This design comes from an exercise in tuning for a short achievable clock period and few clock cycles on the open sky130 flow, not from production work. Only the layout flow was run in this run; the RTL was not checked for function there.

File: flow/flow/outbuf.tcl
# Move the buffer of each output port, and any inverter or buffer between
# it and the register that feeds it, next to that register, so that the
# buffer, not the register, drives the wire to the pin. Detailed placement
# legalizes the moved cells afterwards.
proc outbuf_driver {inst} {
  foreach it [$inst getITerms] {
    if {[$it isInputSignal] && [$it getNet] != "NULL"} {
      foreach jt [[$it getNet] getITerms] {
        if {[$jt isOutputSignal]} { return [$jt getInst] }
      }
    }
  }
  return ""
}
proc outbuf_is_single {inst} {
  set n 0
  foreach it [$inst getITerms] {
    if {[$it isInputSignal] && [$it getNet] != "NULL"} { incr n }
  }
  set m [[$inst getMaster] getName]
  return [expr {$n == 1 && [regexp {__(inv|buf|clkbuf|clkinv)_} $m]}]
}
set block [ord::get_db_block]
set moved 0
foreach bterm [$block getBTerms] {
  if {[$bterm getIoType] != "OUTPUT"} { continue }
  set net [$bterm getNet]
  if {$net == "NULL"} { continue }
  set buf ""
  foreach it [$net getITerms] {
    if {[$it isOutputSignal]} { set buf [$it getInst] }
  }
  if {$buf == ""} { continue }
  set chain [list $buf]
  set src [outbuf_driver $buf]
  while {$src != "" && [outbuf_is_single $src] && [llength $chain] < 4} {
    lappend chain $src
    set src [outbuf_driver $src]
  }
  if {$src == ""} { continue }
  set loc [$src getLocation]
  foreach c $chain {
    $c setLocation [lindex $loc 0] [lindex $loc 1]
    incr moved
  }
}
puts "outbuf: moved $moved cells next to the registers that drive the outputs"
File: flow/standard.sh
#!/bin/bash
# synth_recipe.tcl (not shown) runs the flow's synth.tcl, then flattens the netlist and writes it again
# the make line also repeats each setting of config.mk as NAME=value (left out here)
make -C /OpenROAD-flow-scripts/flow DESIGN_CONFIG=/design/flow/config.mk WORK_HOME=/design/flow/orfs CLKGATE_MAP_FILE= SYNTH_SCRIPT=/design/flow/synth_recipe.tcl "${@:-finish}"
File: flow/config.mk
export PLATFORM = sky130hd
export DESIGN_NAME = cpu_pipeline
export DESIGN_NICKNAME = cpu_pipeline
export VERILOG_FILES = /design/flow/design.v
export SDC_FILE = /design/flow/constraint.sdc
export NUM_CORES = 8
export LEC_CHECK = 0
export CAP_MARGIN = 40
export CORE_MARGIN = 2
export CORE_UTILIZATION = 40
export CTS_CLUSTER_DIAMETER = 100
export CTS_CLUSTER_SIZE = 20
export PLACE_DENSITY = 0.6
export SETUP_SLACK_MARGIN = 5
export SLEW_MARGIN = 40
File: flow/flow/run.sh
#!/bin/bash
# Layout flow: the standard flow (standard.sh: ORFS with the standard
# synthesis), with two changes to how the layout is made; the constraints
# (constraint.sdc) are unchanged:
#  - timing repair aims at a larger setup slack margin, so that it works
#    towards the period the design can reach rather than the design's 13 ns;
#  - after global placement, flow/outbuf.tcl moves each output port's buffer
#    next to the register that feeds it (detailed placement legalizes it).
# Each tool's log is in orfs/logs/; make's own output is in flow_make.log.
set -euo pipefail
MARGIN=${MARGIN:-9}
sed -e "s|SETUP_SLACK_MARGIN=[-0-9.]*|SETUP_SLACK_MARGIN=$MARGIN POST_GLOBAL_PLACE_TCL=$PWD/flow/outbuf.tcl|" standard.sh > standard_margin.sh
grep -q "SETUP_SLACK_MARGIN=$MARGIN" standard_margin.sh
bash standard_margin.sh finish > flow_make.log 2>&1
File: flow/constraint.sdc
create_clock -name core_clock -period 13.0 [get_ports {clk}]
set_input_delay 2.6000 -clock core_clock [delete_from_list [all_inputs] [get_ports {clk}]]
set_output_delay 2.6000 -clock core_clock [all_outputs]
set_load 0.01 [all_outputs]
File: flow/design.v
module ALU (
    input  [31:0] A,
    input  [31:0] B,
    input  [3:0]  shh,           
    input  [7:0]  shl,           
    input  arith,                
    input  sub,                  
    input  op_slt, op_sltu,
    input  op_and, op_or, op_xor, op_nor, op_passb,
    input  op_sll, op_srl, op_sra,
    output [31:0] S
);
wire [31:0] Bx = B ^ {32{sub}};
wire [31:0] p0 = A ^ Bx;
wire [31:0] g0 = A & Bx;
wire [32*6-1:0] G, P;
assign G[31:0] = {g0[31:1], g0[0] | (p0[0] & sub)};
assign P[31:0] = p0;
genvar i, l;
generate
for (l = 0; l < 5; l = l + 1) begin : lv
    for (i = 0; i < 32; i = i + 1) begin : b
        if (i < (1 << l)) begin : pass
            assign G[32*(l+1)+i] = G[32*l+i];
            assign P[32*(l+1)+i] = P[32*l+i];
        end else begin : op
            assign G[32*(l+1)+i] = G[32*l+i] | (P[32*l+i] & G[32*l+i-(1<<l)]);
            assign P[32*(l+1)+i] = P[32*l+i] & P[32*l+i-(1<<l)];
        end
    end
end
endgenerate
wire [31:0] c = G[32*5 +: 32];               
wire        fill = op_sra & B[31];
wire [31:0] fillw = {32{fill}};
wire [38:0] r1 = ({39{shh[0]}} & {fillw[6:0], B})
               | ({39{shh[1]}} & {fillw[14:0], B[31:8]})
               | ({39{shh[2]}} & {fillw[22:0], B[31:16]})
               | ({39{shh[3]}} & {fillw[30:0], B[31:24]});
wire [31:0] l1 = ({32{shh[0]}} & B)
               | ({32{shh[1]}} & {B[23:0], 8'd0})
               | ({32{shh[2]}} & {B[15:0], 16'd0})
               | ({32{shh[3]}} & {B[7:0], 24'd0});
reg  [31:0] shr_r, shl_r;
integer j;
always @(*) begin
    shr_r = 32'd0;
    shl_r = 32'd0;
    for (j = 0; j < 8; j = j + 1) begin
        shr_r = shr_r | ({32{shl[j]}} & r1[j +: 32]);
        shl_r = shl_r | ({32{shl[j]}} & (l1 << j));
    end
end
wire [31:0] other = ({32{op_and}}   & (A & B))
                  | ({32{op_or}}    & (A | B))
                  | ({32{op_xor}}   & (A ^ B))
                  | ({32{op_nor}}   & ~(A | B))
                  | ({32{op_passb}} & B)
                  | ({32{op_sll}}   & shl_r)
                  | ({32{op_srl | op_sra}} & shr_r);
wire [31:1] s0 = ({31{arith}} &  p0[31:1]) | other[31:1];    
wire [31:1] s1 = ({31{arith}} & ~p0[31:1]) | other[31:1];    
assign S[31:1] = (s0 & ~c[30:0]) | (s1 & c[30:0]);
wire base0 = (arith & (p0[0] ^ sub)) | other[0];
wire t0 = base0 | (op_slt & (p0[31] | A[31]))  | (op_sltu & ~g0[31]);               
wire t1 = base0 | (op_slt & ~p0[31] & A[31])   | (op_sltu & ~g0[31] & ~p0[31]);    
assign S[0] = c[30] ? t1 : t0;
endmodule
module KSAdd #(parameter W = 30) (
    input  [W-1:0] a,
    input  [W-1:0] b,
    input          cin,
    output [W-1:0] s
);
wire [W-1:0] p0 = a ^ b;
wire [W-1:0] g0 = a & b;
localparam L = (W <= 1) ? 1 : (W <= 2) ? 1 : (W <= 4) ? 2 : (W <= 8) ? 3 : (W <= 16) ? 4 : (W <= 32) ? 5 : 6;
wire [W*(L+1)-1:0] G, P;
assign G[W-1:0] = {g0[W-1:1], g0[0] | (p0[0] & cin)};
assign P[W-1:0] = p0;
genvar i, l;
generate
for (l = 0; l < L; l = l + 1) begin : lv
    for (i = 0; i < W; i = i + 1) begin : b
        if (i < (1 << l)) begin : pass
            assign G[W*(l+1)+i] = G[W*l+i];
            assign P[W*(l+1)+i] = P[W*l+i];
        end else begin : op
            assign G[W*(l+1)+i] = G[W*l+i] | (P[W*l+i] & G[W*l+i-(1<<l)]);
            assign P[W*(l+1)+i] = P[W*l+i] & P[W*l+i-(1<<l)];
        end
    end
end
endgenerate
wire [W-1:0] c = G[W*L +: W];                
assign s = p0 ^ {c[W-2:0], cin};
endmodule
module ALUControl (
    input  [31:0] ir,
    output op_add, op_sub, op_slt, op_sltu,
    output op_and, op_or, op_xor, op_nor, op_passb,
    output op_sll, op_srl, op_sra
);
wire [5:0] op = ir[31:26];
wire [5:0] fn = ir[5:0];
wire is_r = (op == 6'h00);
assign op_add   = (is_r & (fn == 6'h20 | fn == 6'h21)) | op == 6'h08 | op == 6'h09 |
                  op == 6'h23 | op == 6'h2b;
assign op_sub   = is_r & (fn == 6'h22 | fn == 6'h23);
assign op_slt   = (is_r & fn == 6'h2a) | op == 6'h0a;
assign op_sltu  = (is_r & fn == 6'h2b) | op == 6'h0b;
assign op_and   = (is_r & fn == 6'h24) | op == 6'h0c;
assign op_or    = is_r & fn == 6'h25;
assign op_xor   = is_r & fn == 6'h26;
assign op_nor   = is_r & fn == 6'h27;
assign op_passb = op == 6'h0f | op == 6'h03 | (is_r & fn == 6'h09);
assign op_sll   = is_r & fn == 6'h00;
assign op_srl   = is_r & fn == 6'h02;
assign op_sra   = is_r & fn == 6'h03;
endmodule
module Control (
    input  [31:0] ir,
    output        uses_rs,       
    output        uses_rt,       
    output        b_rt,          
    output        b_sext,        
    output        b_zext,        
    output        b_lui,         
    output        b_pc4,         
    output        writes,        
    output [4:0]  dst,           
    output        is_lw,
    output        is_sw,
    output        is_beq,
    output        is_bne,
    output        is_blez,
    output        is_bgtz,
    output        is_bgez,
    output        is_br,         
    output        is_j,          
    output        is_jr,         
    output        is_jalr,       
    output        is_call,       
    output        is_ctl         
);
wire [5:0] op = ir[31:26];
wire [5:0] fn = ir[5:0];
wire [4:0] rt = ir[20:16];
wire [4:0] rd = ir[15:11];
wire is_r    = (op == 6'h00);
wire r_alu   = is_r & (fn == 6'h20 | fn == 6'h21 | fn == 6'h22 | fn == 6'h23 |
                       fn == 6'h24 | fn == 6'h25 | fn == 6'h26 | fn == 6'h27 |
                       fn == 6'h2a | fn == 6'h2b);
wire r_sh    = is_r & (fn == 6'h00 | fn == 6'h02 | fn == 6'h03);
assign is_jr   = is_r & (fn == 6'h08);
assign is_jalr = is_r & (fn == 6'h09);
wire i_sext  = (op == 6'h08) | (op == 6'h09) | (op == 6'h0a) | (op == 6'h0b);
wire i_andi  = (op == 6'h0c);
wire i_lui   = (op == 6'h0f);
assign is_lw   = (op == 6'h23);
assign is_sw   = (op == 6'h2b);
assign is_beq  = (op == 6'h04);
assign is_bne  = (op == 6'h05);
assign is_blez = (op == 6'h06);
assign is_bgtz = (op == 6'h07);
assign is_bgez = (op == 6'h01);
assign is_br   = is_beq | is_bne | is_blez | is_bgtz | is_bgez;
wire   is_jal  = (op == 6'h03);
assign is_j    = (op == 6'h02) | is_jal;
assign is_call = is_jal | is_jalr;
assign is_ctl  = is_br | is_j | is_jr | is_jalr;
assign uses_rs = r_alu | is_jr | is_jalr | i_sext | i_andi | is_lw | is_sw | is_br;
assign uses_rt = r_alu | r_sh | is_sw | is_beq | is_bne;
assign b_rt   = r_alu | r_sh | is_beq | is_bne;
assign b_sext = i_sext | is_lw | is_sw;
assign b_zext = i_andi;
assign b_lui  = i_lui;
assign b_pc4  = is_call;
assign writes = r_alu | r_sh | is_jalr | i_sext | i_andi | i_lui | is_lw | is_jal;
assign dst    = is_jal ? 5'd31 : (is_r ? rd : rt);
endmodule
module RegisterFile (
    input         clk,
    input         rst_n,
    input         we,
    input  [4:0]  wa,
    input  [31:0] wd,
    input  [31:0] ra1,           
    input  [31:0] ra2,           
    output [31:0] rd1,
    output [31:0] rd2
);
reg  [31:0] rf [1:31];
wire [31:0] q1 [0:31];
wire [31:0] q2 [0:31];
assign q1[0] = 32'd0;
assign q2[0] = 32'd0;
genvar i;
generate
for (i = 1; i < 32; i = i + 1) begin : g
    assign q1[i] = q1[i-1] | (rf[i] & {32{ra1[i]}});
    assign q2[i] = q2[i-1] | (rf[i] & {32{ra2[i]}});
    always @(posedge clk or negedge rst_n) begin
        if (~rst_n)
            rf[i] <= 32'd0;
        else if (we && wa == i)
            rf[i] <= wd;
    end
end
endgenerate
assign rd1 = q1[31];
assign rd2 = q2[31];
endmodule
module IF_BTB #(parameter N = 16, parameter TW = 12, parameter W8 = 6) (
    input clk,
    input rst_n,
    input  [TW-1:0] f_tag,
    output [N-1:0]  hit,         
    output          pt,          
    output          plx,         
    output [TW-1:0] ptgt,        
    input           upd,
    input           u_taken,
    input  [TW-1:0] u_tag,
    input  [TW-1:0] u_tgt,
    input           l_upd,       
    input  [N-1:0]  l_hit,       
    input           l_taken,
    input           l_az,        
    input  [W8-1:0] l_a,         
    input           l_small,     
    input  [N-1:0]  e_hit,       
    input           l_beq, l_bne, l_blez, l_bgtz, l_bgez
);
reg  [N-1:0]  v;
reg  [N-1:0]  tv;                
reg  [TW-1:0] tag  [0:N-1];
reg  [TW-1:0] tgt  [0:N-1];
reg  [1:0]    ctr  [0:N-1];
reg  [3:0]    cnt  [0:N-1];      
reg  [3:0]    trip [0:N-1];
reg  [3:0]    rr;              
reg  [N-1:0]  sv;                
reg  [N-1:0]  stv;               
reg  [W8-1:0] lst  [0:N-1];      
reg  [N-1:0]  vpv;               
reg  [N-1:0]  vp1, vp2;          
reg  [W8-1:0] lasta [0:N-1];     
integer k;
wire [N-1:0] hitnz, hitlx, um;
wire [TW-1:0] tsel [0:N];
assign tsel[0] = {TW{1'b0}};
wire alloc_any = upd & u_taken & ~(|um);
reg  [W8-1:0] r_last, r_lst;
reg           r_sv, r_stv;
always @(*) begin
    r_last = {W8{1'b0}}; r_lst = {W8{1'b0}}; r_sv = 1'b0; r_stv = 1'b0;
    for (k = 0; k < N; k = k + 1) begin
        r_last = r_last | ({W8{e_hit[k]}} & lasta[k]);
        r_lst  = r_lst  | ({W8{e_hit[k]}} & lst[k]);
        r_sv   = r_sv   | (e_hit[k] & sv[k]);
        r_stv  = r_stv  | (e_hit[k] & stv[k]);
    end
end
reg  [W8-1:0] l_last, l_lst;
reg           l_sv, l_stv;
always @(posedge clk) begin
    l_last <= r_last;
    l_lst  <= r_lst;
    l_sv   <= r_sv;
    l_stv  <= r_stv;
end
wire [W8-1:0] l_st = l_a - l_last;
wire [W8-1:0] l_n1 = {l_a[W8-2:0], 1'b0} - l_last;                            
wire [W8-1:0] l_n2 = ({l_a[W8-2:0], 1'b0} + l_a) - {l_last[W8-2:0], 1'b0};   
wire l_z1 = (l_n1 == {W8{1'b0}});
wire l_z2 = (l_n2 == {W8{1'b0}});
wire l_c1 = (l_beq & l_z1) | (l_bne & ~l_z1) | (l_blez & (l_n1[W8-1] | l_z1)) |
            (l_bgtz & ~l_n1[W8-1] & ~l_z1) | (l_bgez & ~l_n1[W8-1]);
wire l_c2 = (l_beq & l_z2) | (l_bne & ~l_z2) | (l_blez & (l_n2[W8-1] | l_z2)) |
            (l_bgtz & ~l_n2[W8-1] & ~l_z2) | (l_bgez & ~l_n2[W8-1]);
wire l_vpv = l_az & l_small & l_sv & l_stv & (l_st == l_lst) & l_taken;
genvar i;
generate
for (i = 0; i < N; i = i + 1) begin : g
    wire [3:0] cnt1 = (cnt[i] == 4'd15) ? 4'd15 : cnt[i] + 4'd1;
    wire lx_now = tv[i] & (cnt[i] == trip[i]);
    wire lx_t   = tv[i] & (cnt1 == trip[i]);      
    wire lx_nt  = (cnt[i] == 4'd0);               
    wire pend   = l_upd & l_hit[i];
    wire lx     = pend ? (l_taken ? lx_t : lx_nt) : lx_now;
    wire vp     = pend ? vp2[i] : vp1[i];
    assign hit[i]    = v[i] & (tag[i] == f_tag);
    assign hitnz[i]  = hit[i] & (vpv[i] ? vp : ((|ctr[i]) & ~lx));
    assign hitlx[i]  = hit[i] & (vpv[i] ? ~vp : ((|ctr[i]) & lx));
    assign um[i]     = v[i] & (tag[i] == u_tag);
    assign tsel[i+1] = tsel[i] | ({TW{hit[i]}} & tgt[i]);
    wire alloc = alloc_any & (rr == i);
    always @(posedge clk) begin
        if (alloc) begin
            tag[i]   <= u_tag;
            tgt[i]   <= u_tgt;
            ctr[i]   <= 2'd2;
        end else if (upd & um[i]) begin
            if (u_taken) begin
                tgt[i]   <= u_tgt;
                if (ctr[i] != 2'd3) ctr[i] <= ctr[i] + 2'd1;
            end else begin
                if (ctr[i] != 2'd0) ctr[i] <= ctr[i] - 2'd1;
            end
        end
    end
    always @(posedge clk) begin
        if (alloc) begin
            cnt[i] <= 4'd1;
        end else if (l_upd & l_hit[i]) begin
            if (l_taken) begin
                cnt[i] <= cnt1;
            end else begin
                trip[i] <= cnt[i];
                cnt[i]  <= 4'd0;
            end
        end
    end
    always @(posedge clk) begin
        if ((alloc | (l_upd & l_hit[i])) & l_az) begin
            lasta[i] <= l_a;
        end
        if (l_upd & l_hit[i] & l_az) begin
            lst[i] <= l_st;
            vp1[i] <= l_c1;
            vp2[i] <= l_c2;
        end
    end
    always @(posedge clk or negedge rst_n) begin
        if (~rst_n) begin
            sv[i]  <= 1'b0;
            stv[i] <= 1'b0;
            vpv[i] <= 1'b0;
        end else if (alloc) begin
            sv[i]  <= l_upd & l_az;
            stv[i] <= 1'b0;
            vpv[i] <= 1'b0;
        end else if (l_upd & l_hit[i]) begin
            sv[i]  <= l_az;
            stv[i] <= l_az & l_sv;
            vpv[i] <= l_vpv;
        end
    end
    always @(posedge clk or negedge rst_n) begin
        if (~rst_n) begin
            tv[i] <= 1'b0;
        end else if (alloc) begin
            tv[i] <= 1'b0;
        end else if (l_upd & l_hit[i] & ~l_taken) begin
            tv[i] <= 1'b1;
        end
    end
end
endgenerate
assign pt   = |hitnz;
assign plx  = |hitlx;
assign ptgt = tsel[N];
always @(posedge clk or negedge rst_n) begin
    if (~rst_n) begin
        v  <= {N{1'b0}};
        rr <= 0;
    end else if (alloc_any) begin
        v[rr] <= 1'b1;
        rr    <= rr + 1'b1;
    end
end
endmodule
module IDForward (
    input  [4:0] r,
    input        e_rw,
    input  [4:0] e_dst,
    output       sel_em
);
assign sel_em = e_rw & (e_dst == r);
endmodule
module BranchCond (
    input  [31:0] m,             
    input  [31:0] ra,            
    input  [31:0] rb,            
    input  [31:0] pnpc,          
    input  a_m,                  
    input  b_m,                  
    input  is_beq, is_bne, is_blez, is_bgtz, is_bgez,
    output taken,
    output jr_ne                 
);
wire eq_mr = (m == rb);
wire eq_rm = (ra == m);
wire eq_rr = (ra == rb);
wire eq = a_m ? (b_m | eq_mr) : (b_m ? eq_rm : eq_rr);
wire zero = a_m ? (m == 32'd0) : (ra == 32'd0);
wire neg  = a_m ? m[31] : ra[31];
assign jr_ne = a_m ? (m != pnpc) : (ra != pnpc);
assign taken = (is_beq  & eq)
             | (is_bne  & ~eq)
             | (is_blez & (neg | zero))
             | (is_bgtz & ~neg & ~zero)
             | (is_bgez & ~neg);
endmodule
module MEM (
    input         is_lw,
    input  [31:0] alu_res,
    input  [31:0] rdata,
    output [31:0] res
);
assign res = is_lw ? rdata : alu_res;
endmodule
module cpu_pipeline (
    input clk,           
    input rst_n,         
    output [31:0] imem_addr,     
    input  [31:0] imem_rdata,    
    output [31:0] dmem_addr,     
    output [31:0] dmem_wdata,    
    output        dmem_we,       
    input  [31:0] dmem_rdata     
);
reg  [31:0] pc;
reg         d_valid;
reg  [31:0] d_ir, d_pc4, d_pnpc;
reg  [11:0] d_tag;
reg  [15:0] d_hit;
reg  [31:0] d_rs_oh, d_rt_oh;    
reg         d_pt, d_lx;
reg         d_stall;             
reg         d_redb, d_rednc;     
reg  [31:0] e_a, e_b, e_sd, e_pc4, e_bt, e_pnpc;
reg  [4:0]  e_dst;
reg  [3:0]  e_shh;               
reg  [7:0]  e_shl;               
reg  [11:0] e_tag;
reg  [15:0] e_hit;
reg         e_rw, e_lw, e_sw, e_br, e_jr, e_jalr;
reg         e_kill;              
reg         e_beq, e_bne, e_blez, e_bgtz, e_bgez;
reg         e_rt0;               
reg         e_pt, e_ptok;
reg         e_a_m, e_a_r, e_b_m, e_b_r, e_s_m, e_s_r;
reg         e_ac_m, e_bc_m;      
reg         e_add, e_sub, e_slt, e_sltu, e_and, e_or, e_xor, e_nor, e_passb;
reg         e_sll, e_srl, e_sra;
reg  [31:0] m_res, m_sd;
reg  [31:0] m_cmpn;              
reg         m_we, m_rw, m_lw;
reg  [4:0]  m_dst;
reg  [31:0] w_res;
reg         w_rw;
reg  [4:0]  w_dst;
reg  [31:0] pci, ma;
reg  [31:0] ra;
reg         u_upd, u_taken;
reg         l_upd, l_taken;
reg         l_az, l_beq, l_bne, l_blez, l_bgtz, l_bgez;
reg  [5:0]  l_a;
reg         l_small;
reg  [15:0] l_hit;
reg  [11:0] u_tag, u_tgt;
wire        taken, jr_ne;
wire        e_rwv   = e_rw   & ~e_kill;
wire        e_lwv   = e_lw   & ~e_kill;
wire        e_swv   = e_sw   & ~e_kill;
wire        e_brv   = e_br   & ~e_kill;
wire        e_jrxv  = (e_jr | e_jalr) & ~e_kill;
wire        e_jalrv = e_jalr & ~e_kill;
wire [31:0] pcx = pci;
wire [31:0] f_pc4 = {pcx[31], pcx[30:0] + 31'd4};
wire        f_pt, f_plx;
wire [15:0] f_hit;
wire [11:0] f_ptgt;
IF_BTB #(.N(16), .TW(12)) BTB (
    .clk    (clk),
    .rst_n  (rst_n),
    .f_tag  (pcx[13:2]),
    .hit    (f_hit),
    .pt     (f_pt),
    .plx    (f_plx),
    .ptgt   (f_ptgt),
    .upd    (u_upd),
    .u_taken(u_taken),
    .u_tag  (u_tag),
    .u_tgt  (u_tgt),
    .l_upd  (l_upd),
    .l_hit  (l_hit),
    .l_taken(l_taken),
    .l_az   (l_az),
    .l_a    (l_a),
    .l_small(l_small),
    .e_hit  (e_hit),
    .l_beq  (l_beq), .l_bne(l_bne), .l_blez(l_blez), .l_bgtz(l_bgtz), .l_bgez(l_bgez)
);
wire        d_call;
wire [31:0] ras   = (d_valid & d_call) ? d_pc4 : ra;
wire        f_j   = (imem_rdata[31:27] == 5'b00001);
wire        f_jr  = (imem_rdata[31:26] == 6'h00) & ~imem_rdata[5] & imem_rdata[3] & ~imem_rdata[0];
wire [31:0] f_jt  = {f_pc4[31:28], imem_rdata[25:0], 2'b00};
wire        f_sel_j  = f_j;
wire        f_sel_jr = ~f_j & f_jr;
wire        f_sel_bt = ~f_j & ~f_jr & f_pt;
wire        f_sel_p4 = ~f_j & ~f_jr & ~f_pt;
wire [31:0] f_btgt   = {pcx[31:14], f_ptgt, 2'b00};
wire [31:0] f_npc = ({32{f_sel_j}}  & f_jt)   | ({32{f_sel_jr}} & ras) |
                    ({32{f_sel_bt}} & f_btgt) | ({32{f_sel_p4}} & f_pc4);
wire        f_ptk = f_j | f_jr | f_pt;
assign imem_addr = {~pc[31], pc[30:0]};
wire f_uses_rs, f_uses_rt, f_br, f_ctl;
Control C0 (
    .ir     (imem_rdata),
    .uses_rs(f_uses_rs),
    .uses_rt(f_uses_rt),
    .b_rt   (), .b_sext (), .b_zext (), .b_lui  (), .b_pc4  (), .writes (), .dst    (),
    .is_lw  (), .is_sw  (), .is_beq (), .is_bne (), .is_blez(), .is_bgtz(), .is_bgez(),
    .is_br  (f_br),
    .is_j   (), .is_jr  (), .is_jalr(), .is_call(),
    .is_ctl (f_ctl)
);
wire [31:0] f_rs_oh = 32'd1 << imem_rdata[25:21];
wire [31:0] f_rt_oh = 32'd1 << imem_rdata[20:16];
wire [4:0]  d_rs  = d_ir[25:21];
wire [4:0]  d_rt  = d_ir[20:16];
wire [15:0] d_imm = d_ir[15:0];
wire d_uses_rs, d_uses_rt, d_b_rt, d_b_sext, d_b_zext, d_b_lui, d_b_pc4, d_writes;
wire [4:0] d_dst;
wire d_lw, d_sw, d_beq, d_bne, d_blez, d_bgtz, d_bgez, d_br, d_j, d_jr, d_jalr, d_ctl;
Control C1 (
    .ir     (d_ir),
    .uses_rs(d_uses_rs),
    .uses_rt(d_uses_rt),
    .b_rt   (d_b_rt),
    .b_sext (d_b_sext),
    .b_zext (d_b_zext),
    .b_lui  (d_b_lui),
    .b_pc4  (d_b_pc4),
    .writes (d_writes),
    .dst    (d_dst),
    .is_lw  (d_lw),
    .is_sw  (d_sw),
    .is_beq (d_beq),
    .is_bne (d_bne),
    .is_blez(d_blez),
    .is_bgtz(d_bgtz),
    .is_bgez(d_bgez),
    .is_br  (d_br),
    .is_j   (d_j),
    .is_jr  (d_jr),
    .is_jalr(d_jalr),
    .is_call(d_call),
    .is_ctl (d_ctl)
);
wire d_add, d_sub, d_slt, d_sltu, d_and, d_or, d_xor, d_nor, d_passb, d_sll, d_srl, d_sra;
ALUControl AC1 (
    .ir      (d_ir),
    .op_add  (d_add),
    .op_sub  (d_sub),
    .op_slt  (d_slt),
    .op_sltu (d_sltu),
    .op_and  (d_and),
    .op_or   (d_or),
    .op_xor  (d_xor),
    .op_nor  (d_nor),
    .op_passb(d_passb),
    .op_sll  (d_sll),
    .op_srl  (d_srl),
    .op_sra  (d_sra)
);
wire [31:0] rf_rs, rf_rt;
RegisterFile RF (
    .clk  (clk),
    .rst_n(rst_n),
    .we   (w_rw),
    .wa   (w_dst),
    .wd   (w_res),
    .ra1  (d_rs_oh),
    .ra2  (d_rt_oh),
    .rd1  (rf_rs),
    .rd2  (rf_rt)
);
wire [31:0] m_out;
wire d_rs_m = m_rw && m_dst == d_rs;
wire d_rt_m = m_rw && m_dst == d_rt;
wire d_rs_w = w_rw && w_dst == d_rs;
wire d_rt_w = w_rw && w_dst == d_rt;
wire [31:0] d_rsv = d_rs_m ? m_out : d_rs_w ? w_res : rf_rs;
wire [31:0] d_rtv = d_rt_m ? m_out : d_rt_w ? w_res : rf_rt;
wire d_rw = d_writes & (d_dst != 5'd0);
wire stall = d_valid & d_stall;
wire [17:2] d_btl;
wire        d_btc;
KSAdd #(.W(17)) BTA (
    .a  ({1'b0, d_pc4[17:2]}),
    .b  ({1'b0, d_imm}),
    .cin(1'b0),
    .s  ({d_btc, d_btl})
);
wire [31:18] d_hi_p1 = d_pc4[31:18] + 14'd1;
wire [31:18] d_hi_m1 = d_pc4[31:18] - 14'd1;
wire [31:18] d_bth = d_imm[15] ? (d_btc ? d_pc4[31:18] : d_hi_m1) :
                                 (d_btc ? d_hi_p1 : d_pc4[31:18]);
wire [31:0] d_bt = {d_bth, d_btl, d_pc4[1:0]};
wire [31:0] d_off = {{14{d_imm[15]}}, d_imm, 2'b00};
wire red_b  = d_redb;                             
wire d_red  = d_valid & (d_redb | d_rednc);       
wire [31:0] d_rtgt = red_b ? d_bt : d_pc4;
wire a_em, b_em;
IDForward FA (.r(d_rs), .e_rw(e_rwv), .e_dst(e_dst), .sel_em(a_em));
IDForward FB (.r(d_rt), .e_rw(e_rwv), .e_dst(e_dst), .sel_em(b_em));
wire [31:0] d_bval = d_b_rt   ? d_rtv :
                     d_b_sext ? {{16{d_imm[15]}}, d_imm} :
                     d_b_zext ? {16'd0, d_imm} :
                     d_b_lui  ? {d_imm, 16'd0} :
                                d_pc4;
wire [31:0] A  = ({32{e_a_m}} & m_res) | ({32{e_a_r}} & e_a);
wire [31:0] B  = ({32{e_b_m}} & m_res) | ({32{e_b_r}} & e_b);
wire [31:0] SD = ({32{e_s_m}} & m_res) | ({32{e_s_r}} & e_sd);
wire [31:0] e_res;
ALU A1 (
    .A(A), .B(B), .shh(e_shh), .shl(e_shl),
    .arith(e_add), .sub(e_sub), .op_slt(e_slt), .op_sltu(e_sltu),
    .op_and(e_and), .op_or(e_or), .op_xor(e_xor), .op_nor(e_nor), .op_passb(e_passb),
    .op_sll(e_sll), .op_srl(e_srl), .op_sra(e_sra),
    .S(e_res)
);
BranchCond BC (
    .m(~m_cmpn), .ra(e_a), .rb(e_b), .pnpc(e_pnpc),
    .a_m(e_ac_m), .b_m(e_bc_m),
    .is_beq(e_beq), .is_bne(e_bne), .is_blez(e_blez), .is_bgtz(e_bgtz), .is_bgez(e_bgez),
    .taken(taken), .jr_ne(jr_ne)
);
wire mis_br  = e_brv & (taken ? ~e_ptok : e_pt);   
wire mis_jr  = e_jrxv & jr_ne;                      
wire e_mis   = mis_br | mis_jr;
MEM MEM1 (.is_lw(m_lw), .alu_res(m_res), .rdata(dmem_rdata), .res(m_out));
assign dmem_addr  = ma;
assign dmem_wdata = m_sd;
assign dmem_we    = m_we;
wire d_go = d_valid & ~stall;             
wire [31:0] e_tgt   = e_jrxv ? A : (taken ? e_bt : e_pc4);
wire [31:0] pc_rest = ({32{stall}}           & pcx)    |
                      ({32{~stall & d_red}}  & d_rtgt) |
                      ({32{~stall & ~d_red}} & f_npc);
wire [31:0] pc_next = e_mis ? e_tgt : pc_rest;
wire [31:0] pc_next_i = ({32{e_mis}} & e_tgt) | ({32{~e_mis}} & (d_red ? d_rtgt : f_npc));
always @(posedge clk or negedge rst_n) begin
    if (~rst_n) begin
        pc      <= 32'h0000_0000;
        pci     <= 32'h8000_0000;
        d_valid <= 1'b0;
    end else begin
        pc      <= {~pc_next[31], pc_next[30:0]};
        if (~stall)
            pci <= pc_next_i;
        d_valid <= ~e_mis & (stall | ~d_red);
    end
end
always @(posedge clk or negedge rst_n) begin
    if (~rst_n) begin
        d_stall <= 1'b0;
    end else begin
        d_stall <= d_go & d_lw & d_rw &
                   ((f_uses_rs & (imem_rdata[25:21] == d_dst)) |
                    (f_uses_rt & (imem_rdata[20:16] == d_dst)));
    end
end
always @(posedge clk) begin
    if (~stall) begin
        d_redb  <= f_br & ~f_ptk & ~f_plx & imem_rdata[15];
        d_rednc <= f_ptk & ~f_ctl;
        d_ir   <= imem_rdata;
        d_rs_oh <= f_rs_oh;
        d_rt_oh <= f_rt_oh;
        d_tag  <= pcx[13:2];
        d_pc4  <= f_pc4;
        d_pnpc <= f_npc;
        d_pt   <= f_ptk;
        d_lx   <= f_plx;
        d_hit  <= f_hit;
    end
end
always @(posedge clk or negedge rst_n) begin
    if (~rst_n) begin
        ra <= 32'd0;
    end else if (d_valid & d_call) begin
        ra <= d_pc4;
    end
end
always @(posedge clk or negedge rst_n) begin
    if (~rst_n) begin
        e_rw <= 1'b0; e_lw <= 1'b0; e_sw <= 1'b0;
        e_br <= 1'b0; e_jr <= 1'b0; e_jalr <= 1'b0;
        e_kill <= 1'b0;
    end else begin
        e_rw    <= d_go & d_rw;
        e_lw    <= d_go & d_lw & d_rw;
        e_sw    <= d_go & d_sw;
        e_br    <= d_go & d_br;
        e_jr    <= d_go & d_jr;
        e_jalr  <= d_go & d_jalr;
        e_kill  <= e_mis;
    end
end
always @(posedge clk) begin
    e_a    <= d_rsv;
    e_b    <= d_bval;
    e_sd   <= d_rtv;
    e_shh  <= 4'd1 << d_ir[10:9];
    e_shl  <= 8'd1 << d_ir[8:6];
    e_dst  <= d_dst;
    e_pc4  <= d_pc4;
    e_bt   <= d_bt;
    e_pnpc <= d_pnpc;       
    e_pt   <= d_pt | red_b;
    e_ptok <= red_b | (d_pt & ((d_pc4 ^ d_off ^ d_pnpc) ==
                               {((d_pc4[30:0] & d_off[30:0]) | ((d_pc4[30:0] | d_off[30:0]) & ~d_pnpc[30:0])), 1'b0}));
    e_tag  <= d_tag;
    e_hit  <= d_hit;
    e_rt0  <= (d_rt == 5'd0);
    e_beq  <= d_beq; e_bne <= d_bne; e_blez <= d_blez; e_bgtz <= d_bgtz; e_bgez <= d_bgez;
    e_a_m  <= a_em;
    e_ac_m <= a_em & (d_br | d_jr | d_jalr);
    e_bc_m <= b_em & d_br;
    e_a_r  <= ~a_em;
    e_b_m  <= b_em & d_b_rt;
    e_b_r  <= ~(b_em & d_b_rt);
    e_s_m  <= b_em;
    e_s_r  <= ~b_em;
    e_add <= d_add | d_sub; e_sub <= d_sub | d_slt | d_sltu; e_slt <= d_slt; e_sltu <= d_sltu;
    e_and <= d_and; e_or <= d_or; e_xor <= d_xor; e_nor <= d_nor; e_passb <= d_passb;
    e_sll <= d_sll; e_srl <= d_srl; e_sra <= d_sra;
end
always @(posedge clk or negedge rst_n) begin
    if (~rst_n) begin
        u_upd <= 1'b0;
        l_upd <= 1'b0;
    end else begin
        u_upd <= e_brv | e_jalrv;
        l_upd <= e_brv;
    end
end
always @(posedge clk) begin
    u_taken <= ~e_br | taken;
    l_taken <= taken;
    l_a     <= A[5:0];
    l_small <= (A[31:5] == 27'd0) | (A[31:5] == {27{1'b1}});
    l_az    <= e_blez | e_bgtz | e_bgez | ((e_beq | e_bne) & e_rt0);
    l_beq   <= e_beq; l_bne <= e_bne; l_blez <= e_blez; l_bgtz <= e_bgtz; l_bgez <= e_bgez;
    l_hit   <= e_hit;
    u_tgt   <= e_jalr ? A[13:2] : e_bt[13:2];
    u_tag   <= e_tag;
end
always @(posedge clk or negedge rst_n) begin
    if (~rst_n) begin
        m_we <= 1'b0;
        m_rw <= 1'b0;
    end else begin
        m_we <= e_swv;
        m_rw <= e_rwv;
    end
end
always @(posedge clk or negedge rst_n) begin
    if (~rst_n) begin
        ma <= 32'd0;
    end else begin
        ma <= e_res;
    end
end
always @(posedge clk) begin
    m_res  <= e_res;
    m_cmpn <= ~e_res;
    m_sd  <= SD;
    m_lw  <= e_lwv;
    m_dst <= e_dst;
end
always @(posedge clk or negedge rst_n) begin
    if (~rst_n) begin
        w_rw <= 1'b0;
    end else begin
        w_rw <= m_rw;
    end
end
always @(posedge clk) begin
    w_res <= m_out;
    w_dst <= m_dst;
end
endmodule
==> results.ini <==
[yosys]
yosysMostFrequentCell=dfrtp_1
synth_area_um2=129300
synth_seq_area_share=0.5236
synth_cells=11454
syn_area_per_cell_um2=11.29
ys_ff_latch=2646
synth_top_area_frac=0.2356
synth_flop_cell=dfrtp_1
synth_nets=11740
synthTopCellsByCount=dfrtp_1, mux2_2, edfxtp_1
ys_types=97
yosys_warnings=12
synth_edf_count=861
ys_async_sr_fraction=0.4603
synthTopCellsByArea=dfrtp_1, edfxtp_1, mux2_2
synth_largest_area_cell=dfrtp_1

[die]
num_io_pins=163
die_area_um2=327700
fp.dieH_um=572.5
initial_utilization=0.4022
core.rowCount=208
core_um2=321400
fp.dieW_um=572.5

[power_and_ir_drop]
leakagePower_nw=58.92
powerDensity_nw_per_um2=151.2
vdd_ir_drop_max_mv=0.1236
power.total_mw=21.98

[final_layout]
fin_nets=11703
final_layout_size_suffix_gt1_frac=0.2050
utilization=0.4522
area_delta_synth_final_pct=12.44
stdcell_count=15870

[min_path]
min-delay-path-class=reg -> reg

[cts]
clkTransAtPathRegs_ns=0.09
cts_tree=built
cts.path.max_buffers=4
clock_latency_ns=0.94
postCtsHoldBufs=0
cts_buffers=158
htreeDepth=4
cts-root-buf=clkbuf_16
cts_sinks=2646

[sta]
tightest_slew_ns=1.057
maxSlewHeadroom=0.2882
fin_skew_ns=0.1132
tns_ns=0
min_period_ns=4.124
drv_slew=0
holdWs_ns=0.3221
setup_viol=0
rsz0062_at_grt=true
hold_viol_final=0
fmax_mhz=242.5
fin_crit_sh=0.3172

[placement]
dp.cells=15315
portBuffers=162
dp_hpwl_um=366200

[drt]
wire_per_inst_um=37.03
ant_nets=0
num_vias=108065
routed_wirelength_um=587700
vias_per_cell=6.809
drc=0
drtIter0Drc=17867
drt_first_pass_iters=14

[critical_path]
worstSetupEndpointType=register
slowest_stage=nor4_1
crit_fanout=6
required_ns=13.78
start_kind=register
crit_chain=buf_12 -> clkbuf_16 -> buf_4 -> xnor2_1 -> nand4_1 -> buf_4 -> nor4_1 -> a2111oi_4 -> o2111ai_2 -> a2111oi_4 -> buf_6 -> buf_4 -> and2_4 -> buf_4 -> nand3_1 -> o21ai_1 -> a2111oi_2 -> a221oi_2
timing.critical_path.mode_cell=buf_4
slowest_delay_ns=0.71
critPathKind=reg -> reg
critPathArrivalTime_ns=4.91

[run]
cap_violations=0

[grt]
grt_first_pass_wirelength_um=801700
grt_pass1_vias=102390
grt_max_degree=138
track_usage=0.3436
overflow=0
antenna_found_initial=48

[run_status]
status=complete, no violations

==> routing by layer <==
layer,GRT usage,vias up,wire (um),part of all wire
met1,0.4425,54307,219600,0.37
li1,-,43117,-,-
met4,0.2314,28,48660,0.083
met5,0.004115,-,290,0.00049
met2,0.4902,8541,241000,0.41
met3,0.1109,2072,78200,0.13
==> registers in the layout (all words and copies together), names as in the netlist, 64 cells and up <==
signal,count
BTB.tag,192
BTB.lasta,96
BTB.trip,64
BTB.cnt,64
BTB.tgt,192
RF.rf,992
BTB.lst,96
==> timing repair <==
action	in CTS	in global routing
setup endpoints to repair	1023	428
buffers inserted	62	153
gates resized for setup	792	233
cloned	13	15
endpoints found under the hold margin	0	0
pin swaps	29	79
==> cell type report <==
class | count | area, um2
diodes | 27 | 67.56
multi-input cells | 7538 | 58550
well taps | 4305 | 5386
flip-flops and latches | 2646 | 67860
clock buffers | 267 | 4511
clock inverters | 14 | 180.2
inverters | 324 | 1236
fillers | 29381 | 176100
repair buffers | 749 | 7561
==> through the flow <==
stage                     instance area [um2]  setup slack [ns]
after CTS                              142400             8.884
final                                  145400             8.876
after floorplan                        129300             8.488
after global routing                   145300             8.839
after detailed placement               135900             6.222
after global placement                 135500             6.212
==> report_power, final <==
part | switching (mW) | total (mW) | internal (mW)
combinational | 3.82 | 6.09 | 2.26
clock | 3.02 | 5.46 | 2.44
sequential | 0.932 | 10.4 | 9.51
==> final timing paths <==
kind                                     from                         to  slack [ns]  cells after the start
min reg2reg                  e_tag[5]$_DFF_P_           u_tag[5]$_DFF_P_        0.32                      0
min in group asynchronous               rst_n  RF.rf[30][17]$_DFFE_PN0P_        1.50                      1
max reg2reg                pci[4]$_DFFE_PN0N_           pc[16]$_DFF_PN0_        8.88                     18
max                        pci[4]$_DFFE_PN0N_           pc[16]$_DFF_PN0_        8.88                     18
min                          e_tag[5]$_DFF_P_           u_tag[5]$_DFF_P_        0.32                      0
max in group asynchronous               rst_n      BTB.tv[3]$_DFFE_PN0P_        9.20                      5
==> worst max-delay path: cells and delay by family (launching register included) <==
family / cells / cell delay [ns]
DFF: 1 / 0.45
buffers and inverters: 7 / 1.17
xor gates and xnor gates: 1 / 0.22
AOI/OAI and AO/OA: 6 / 0.86
and+or+nand+nor: 4 / 1.26
==> cells by family (layout without fill, tap and decap cells) <==
kind of cell,Yosys count,in the layout,share of synthesized area
other cells,0,27,0
xor+xnor,801,801,0.05427
buf+inv,1272,1354,0.03915
mux,1147,1147,0.09864
simple gates,2569,2571,0.09820
flops,2646,2646,0.5236
fa+ha+maj,220,220,0.02338
compound gates,2799,2799,0.1628
==> layout by cell type, fill, tap and decap left out, types with 28 or more instances in the layout <==
cell / count
a21o_1: 31
a21oi_1: 283
a221oi_1: 402
a222oi_1: 105
a22o_1: 458
a22oi_1: 574
a31oi_1: 112
and2_1: 43
and3_1: 72
buf_12: 54
buf_2: 39
buf_4: 430
buf_6: 118
clkbuf_1: 101
clkbuf_16: 178
clkdlybuf4s50_1: 53
dfrtp_1: 1206
dfxtp_1: 466
dfxtp_2: 87
edfxtp_1: 861
fa_1: 36
ha_1: 177
inv_1: 300
mux2_2: 1014
mux2i_1: 127
nand2_1: 695
nand2b_1: 69
nand3_1: 316
nand3b_1: 46
nand4_1: 315
nor2_1: 446
nor2b_1: 30
nor3_1: 175
nor4_1: 93
o211ai_1: 118
o21a_1: 42
o21ai_0: 290
o21ai_1: 28
xnor2_1: 596
xor2_1: 186

## static timing again, ports no longer ideal
In the flow no input, the clock included, has a driving cell. The finished layout below was timed again as built, in two steps.
Step 1 (the two cells are an assumption about what drives the block):
set clk [get_ports {clk}]
set_driving_cell -lib_cell sky130_fd_sc_hd__clkbuf_16 $clk
set_driving_cell -lib_cell sky130_fd_sc_hd__buf_2 [delete_from_list [all_inputs] $clk]
Step 2 moves the port delays by t, midway between the first and last clock arrival at a register: inputs arrive t later, outputs are due t later. That takes back most of the time a late clock gives input paths.
Slacks: no drivers / after step 1 / after step 2; pairs: no drivers / after step 1.
t, ns: 0.979
slack for setup (ns): 8.876 / 8.815 / 7.969
worst hold slack (ns): 0.322 / 0.322 / 0.322
worst register clock-pin slew, ns: 0.10 / 0.10
pins driven straight from the clock port: 1
After both steps setup and hold are still met in this run. For this run, drivers alone change the setup slack by -0.061 ns; drivers and shift together by -0.907 ns.
